From an optimization exercise on the open Yosys and OpenROAD flow, aimed at small area; shortcuts taken in it are not production practice.
Function was checked by simulation only, so behaviour that the tests miss may differ from the original.
Power is estimated from default activity; no workload was simulated.

// ws_systolic_array
module ws_systolic_array # (
    parameter DATA_WIDTH = 8
)
(
    input                           clk         ,
    input                           rstn        ,
    input                           i_start     ,
    input       [DATA_WIDTH-1 : 0]  i_w_col_1   ,    
    input       [DATA_WIDTH-1 : 0]  i_w_col_2   ,    
    input       [DATA_WIDTH-1 : 0]  i_w_col_3   ,    
    input       [DATA_WIDTH-1 : 0]  i_w_col_4   ,    
    input       [DATA_WIDTH-1 : 0]  i_f_row_1   ,    
    input       [DATA_WIDTH-1 : 0]  i_f_row_2   ,    
    input       [DATA_WIDTH-1 : 0]  i_f_row_3   ,    
    input       [DATA_WIDTH-1 : 0]  i_f_row_4   ,    
    output    [2*DATA_WIDTH-1 : 0]  o_p_col_1   ,    
    output    [2*DATA_WIDTH-1 : 0]  o_p_col_2   ,    
    output    [2*DATA_WIDTH-1 : 0]  o_p_col_3   ,    
    output    [2*DATA_WIDTH-1 : 0]  o_p_col_4        
);
For scale: roughly 3000 cells after synthesis, roughly 360 flip-flops, about 130 I/O pins, roughly 36000 um2 of cells after synthesis.
Settings: LEC_CHECK=0, CAP_MARGIN=20, CORE_MARGIN=2, CORE_UTILIZATION=40, GPL_TIMING_DRIVEN=0, SLEW_MARGIN=20, SYNTH_HIERARCHICAL=1, SYNTH_MINIMUM_KEEP_SIZE=0; clock period 7.5 ns.
run.sh (not shown) runs the stock make flow with config.mk's settings and CLKGATE_MAP_FILE= SYNTH_SCRIPT=/design/flow/synth_recipe.tcl, a recipe that flattens the netlist after the stock synthesis.
Rerun with:
Settings changed: GPL_TIMING_DRIVEN 0 to default.
The new run completed without violations.
Utilization went up by 0.30 points.
Via count climbs by about 0.9%.
Setup slack loses 0.049 ns.
Area after synthesis stays the same.
Wire length is about the same.
Global-route usage barely changes.
Design area is higher by about 0.7%.
Non-clock buffer count is lower by 18.
Die area does not change.

* * *

ws_systolic_array, a different RTL version from the one above (not shown whole).
Size in the first run: about 3000 cells after synthesis, about 360 flip-flops, about 0.036 mm2 of cells after synthesis.
clock: 7.5 ns
lec_check: 0
cap_margin: 20
core_margin: 2
core_utilization: 40
cts_buf_list: sky130_fd_sc_hd__clkbuf_8
cts_cluster_diameter: 40
cts_cluster_size: 20
gpl_timing_driven: 0
slew_margin: 20
synth_hierarchical: 1
synth_minimum_keep_size: 0
The first run ran to the end with no violations.
==> next run, changes <==
Settings changed: CTS_BUF_LIST sky130_fd_sc_hd__clkbuf_8 to not set, CTS_CLUSTER_DIAMETER 40 to not set, CTS_CLUSTER_SIZE 20 to not set.
Setup slack is worse by 0.096 ns.
Sequential cell count is unchanged.
Routed wire length hardly moves.
Worst hold slack stays flat.
Final area hardly moves.
Synthesized cell count does not change.
Die area stays the same.
Via count fell by 0.57%.

* * *

ws_systolic_array, a different RTL version from the one above (not shown whole).
Size: about 2700 cells after synthesis, roughly 360 flip-flops, roughly 130 I/O pins, roughly 35000 um2 of cells after synthesis.
// ws_systolic_array
module ws_systolic_array # (
    parameter DATA_WIDTH = 8
)
(
    input                           clk         ,
    input                           rstn        ,
    input                           i_start     ,
    input       [DATA_WIDTH-1 : 0]  i_w_col_1   ,    
    input       [DATA_WIDTH-1 : 0]  i_w_col_2   ,    
    input       [DATA_WIDTH-1 : 0]  i_w_col_3   ,    
    input       [DATA_WIDTH-1 : 0]  i_w_col_4   ,    
    input       [DATA_WIDTH-1 : 0]  i_f_row_1   ,    
    input       [DATA_WIDTH-1 : 0]  i_f_row_2   ,    
    input       [DATA_WIDTH-1 : 0]  i_f_row_3   ,    
    input       [DATA_WIDTH-1 : 0]  i_f_row_4   ,    
    output    [2*DATA_WIDTH-1 : 0]  o_p_col_1   ,    
    output    [2*DATA_WIDTH-1 : 0]  o_p_col_2   ,    
    output    [2*DATA_WIDTH-1 : 0]  o_p_col_3   ,    
    output    [2*DATA_WIDTH-1 : 0]  o_p_col_4        
);
==> flow/config.mk <==
export PLATFORM = sky130hd
export DESIGN_NAME = ws_systolic_array
export DESIGN_NICKNAME = ws_systolic_array
export VERILOG_FILES = /design/flow/design.v
export SDC_FILE = /design/flow/constraint.sdc
export NUM_CORES = 4
export LEC_CHECK = 0
export CAP_MARGIN = 20
export CORE_MARGIN = 2
export CORE_UTILIZATION = 40
export GPL_TIMING_DRIVEN = 0
export SLEW_MARGIN = 20
export SYNTH_HIERARCHICAL = 1
export SYNTH_MINIMUM_KEEP_SIZE = 0
==> flow/constraint.sdc <==
create_clock -name core_clock -period 7.5 [get_ports {clk}]
set_input_delay 1.5000 -clock core_clock [delete_from_list [all_inputs] [get_ports {clk}]]
set_output_delay 1.5000 -clock core_clock [all_outputs]
set_load 0.01 [all_outputs]
standard.sh (not shown) runs the stock make flow with config.mk's settings and CLKGATE_MAP_FILE= SYNTH_SCRIPT=/design/flow/synth_recipe.tcl, a recipe that flattens the netlist after the stock synthesis.
==> flow/flow/run.sh <==
#!/bin/bash
# The standard layout (standard.sh, unchanged synthesis), with two changes:
# the port buffers use the smallest buffer cell, and the clock tree is built
# without dummy loads.  make's output goes to standard.log.
set -euo pipefail
cd "$(dirname "$0")/.."
bash standard.sh \
  "BUFFER_PORTS_ARGS=-buffer_cell sky130_fd_sc_hd__buf_1" \
  "CTS_ARGS=-sink_clustering_enable -repair_clock_nets -dont_use_dummy_load -buf_list sky130_fd_sc_hd__clkbuf_8 -sink_clustering_size 16 -sink_clustering_max_diameter 60" \
  finish > standard.log 2>&1
The starting point passed the timing, design-rule and antenna checks.
==> next run, changes <==
--- a/flow/flow/run.sh
+++ b/flow/flow/run.sh
@@ -9 +9 @@
-  "CTS_ARGS=-sink_clustering_enable -repair_clock_nets -dont_use_dummy_load -buf_list sky130_fd_sc_hd__clkbuf_8 -sink_clustering_size 16 -sink_clustering_max_diameter 60" \
+  "CTS_ARGS=-sink_clustering_enable -repair_clock_nets -dont_use_dummy_load" \
Settings changed: GPL_TIMING_DRIVEN 0 to not set.
Result: The new run produced a clean layout; register-to-register slack is better by 0.07 ns; core utilization went up by 0.82 points; sequential power hardly moves; non-clock buffer count went up by 37; sequential share of layout area went down by 0.47 points; clock power went up by 45%; flip-flop and latch count is unchanged; area after synthesis is unchanged; wire length went up by 1.6%; via count went up by 0.78%.

* * *

ws_systolic_array, a different RTL version from the one above (not shown whole).
Size: ~2700 cells after synthesis, ~130 I/O pins.
export LEC_CHECK = 0
export CAP_MARGIN = 0
export CORE_MARGIN = 2
export CORE_UTILIZATION = 55
export GPL_TIMING_DRIVEN = 0
export SETUP_SLACK_MARGIN = -0.25
export SLEW_MARGIN = 0
export SYNTH_HIERARCHICAL = 1
export SYNTH_MINIMUM_KEEP_SIZE = 0
create_clock -name core_clock -period 7.5 [get_ports {clk}]
==> flow/flow/run.sh <==
#!/bin/bash
# The standard layout (standard.sh, unchanged synthesis), with two changes:
# the port buffers use the smallest buffer cell, and the clock tree is built
# without dummy loads.  make's output goes to standard.log.
set -euo pipefail
cd "$(dirname "$0")/.."
bash standard.sh \
  "BUFFER_PORTS_ARGS=-buffer_cell sky130_fd_sc_hd__buf_1" \
  "CTS_ARGS=-sink_clustering_enable -repair_clock_nets -dont_use_dummy_load -buf_list sky130_fd_sc_hd__clkbuf_4 -sink_clustering_size 9 -sink_clustering_max_diameter 45" \
  finish > standard.log 2>&1
The first run completed, yet does not pass: setup timing.
Next try:
- SETUP_SLACK_MARGIN: -0.25 -> unset
This time the run ran to the end with no violations; non-clock buffer count came out higher by 3; via count came out higher slightly; register-to-register slack gains 280 ps; final area came out higher slightly; setup slack gains 280 ps; routed wire length came out higher slightly; clock power hardly moves; maximum frequency came out higher by a few percent.
Next try:
- CORE_UTILIZATION: 55 -> 60
- PLACE_DENSITY: unset -> 0.7
- SETUP_SLACK_MARGIN: unset -> -0.1
Combinational power barely changes. Worst setup slack got worse by 130 ps. First-iteration DRC count hardly moves. Count of clock-buffer cells in the layout rises by 1. Final area falls slightly. Core utilization rises by 5.1 points. Routed wire length falls slightly. Sequential share of layout area rises by 0.15 points. Synthesized cell count does not change. Via count rises slightly.

* * *

sierra:
Another version of the RTL of ws_systolic_array (not shown whole).
For scale: ~350 flip-flops, about 130 I/O pins.
clock: 7.5 ns
lec_check: 0
cap_margin: 20
core_margin: 2
core_utilization: 55
gpl_timing_driven: 0
slew_margin: 20
synth_hierarchical: 1
synth_minimum_keep_size: 0
Scripts as last shown in full above: flow/flow/run.sh
## Diff of input files: harbor against sierra
- swapping 55 for 40 in CORE_UTILIZATION
### Flow results
The flow did not stop early for harbor: all stages ran, and the layout cleared the timing, design-rule and antenna checks.
Per the comparison of harbor with sierra, power shows an increase of 120 uW, routed wire length on met3 moved up, total routed wirelength now larger, final standard cell count with taps included and fillers excluded moved up.
Relative to harbor, the following input files were edited for maple:
diff --git a/flow/flow/run.sh b/flow/flow/run.sh
--- a/flow/flow/run.sh
+++ b/flow/flow/run.sh
@@ -9 +9 @@
-  "CTS_ARGS=-sink_clustering_enable -repair_clock_nets -dont_use_dummy_load -buf_list sky130_fd_sc_hd__clkbuf_4 -sink_clustering_size 9 -sink_clustering_max_diameter 45" \
+  "CTS_ARGS=-sink_clustering_enable -repair_clock_nets -dont_use_dummy_load -sink_clustering_size 30 -sink_clustering_max_diameter 100" \
==> comparison <==
- maple did not stop at any stage, and its layout met the timing, design-rule and antenna checks.
- Combined global-route utilization of all metal layers: higher on harbor
- Portion of the clock cycle consumed by the worst path in the final layout delta (harbor -> maple): insignificant
- Internal power component was higher in the run labelled maple.
- Row worst hold slack: maple lower / harbor higher
- Changes observed in maple relative to harbor: cell area after layout was more or less identical; critical path arrival went down by 0.25 ns; detailed-route wire length on metal 1 went down by 0.39%.
- maple and harbor ended up with nearly the same proportion of synthesized flip-flops having asynchronous set or reset.
Changes in willow relative to maple:
- a change of CORE_UTILIZATION from 40 to 50
- a change of CAP_MARGIN from 20 to 0
- a change of SLEW_MARGIN from 20 to 0
diff --git a/flow/flow/run.sh b/flow/flow/run.sh
--- a/flow/flow/run.sh
+++ b/flow/flow/run.sh
@@ -9 +9 @@
-  "CTS_ARGS=-sink_clustering_enable -repair_clock_nets -dont_use_dummy_load -sink_clustering_size 30 -sink_clustering_max_diameter 100" \
+  "CTS_ARGS=-sink_clustering_enable -repair_clock_nets -dont_use_dummy_load -buf_list sky130_fd_sc_hd__clkbuf_4 -sink_clustering_size 9 -sink_clustering_max_diameter 45" \
Notes after the runs:
- Delta (willow minus maple): via count of the first global-routing pass up 1170, average routed wire per standard cell went up by 1.4 microns, via count climbed about 3%.

separate check: timing with driven ports:
How much do the figures lean on ideal ports? The routed layouts below were timed once more, with nothing changed but the port constraints. Step 1 (the two cells are an assumption about what drives the block):
set clk [get_ports {clk}]
set_driving_cell -lib_cell sky130_fd_sc_hd__clkbuf_16 $clk
set_driving_cell -lib_cell sky130_fd_sc_hd__buf_2 [delete_from_list [all_inputs] $clk]
Step 2 adds t to the input delays and takes it off the output delays; t is the mean of the earliest and latest rising clock arrival at the registers after step 1. Input paths then give back, and output paths get back, about the clock's delay inside the block. Slacks: ideal ports / drivers / drivers and shift; pairs: ideal ports / drivers.
run	shift t [ns]	slack for setup (ns)	worst hold slack (ns)	clock arrival spread, ns	worst slew at a driven data input, ns
the first run of note 1	0.643	0.238 / 0.238 / -0.359	0.348 / 0.348 / 0.348	0.023 / 0.023	0.14
the second run of note 1	0.670	0.188 / 0.232 / -0.438	0.345 / 0.345 / 0.345	0.033 / 0.034	0.12
the first run of note 2	0.786	0.174 / 0.206 / -0.581	0.350 / 0.350 / 0.350	0.049 / 0.049	0.15
the second run of note 2	0.662	0.078 / 0.114 / -0.548	0.348 / 0.348 / 0.348	0.040 / 0.040	0.18
the first run of note 3	0.715	0.233 / 0.233 / -0.260	0.345 / 0.345 / 0.345	0.086 / 0.086	0.14
the second run of note 3	0.627	0.300 / 0.300 / 0.207	0.348 / 0.348 / 0.348	0.059 / 0.059	0.05
the first run of note 4	0.901	-0.035 / -0.035 / -0.194	0.306 / 0.306 / 0.306	0.115 / 0.115	0.04
the second run of note 4	0.901	0.245 / 0.245 / -0.080	0.313 / 0.313 / 0.313	0.107 / 0.106	0.04
the third run of note 4	0.892	0.118 / 0.118 / -0.241	0.339 / 0.339 / 0.339	0.103 / 0.103	0.04
sierra	0.875	0.105 / 0.105 / -0.428	0.326 / 0.326 / 0.326	0.084 / 0.083	0.05
harbor	0.870	0.272 / 0.272 / -0.164	0.355 / 0.355 / 0.355	0.168 / 0.168	0.14
maple	0.653	0.265 / 0.265 / -0.274	0.350 / 0.350 / 0.350	0.103 / 0.103	0.17
willow	0.882	0.229 / 0.229 / -0.278	0.345 / 0.345 / 0.345	0.141 / 0.140	0.04
Met with ideal ports but missed after step 2: setup timing in 11 of these runs. The setup slack of the first run of note 2, which loses most, moves by +0.032 ns with the drivers and by -0.755 ns with both steps.
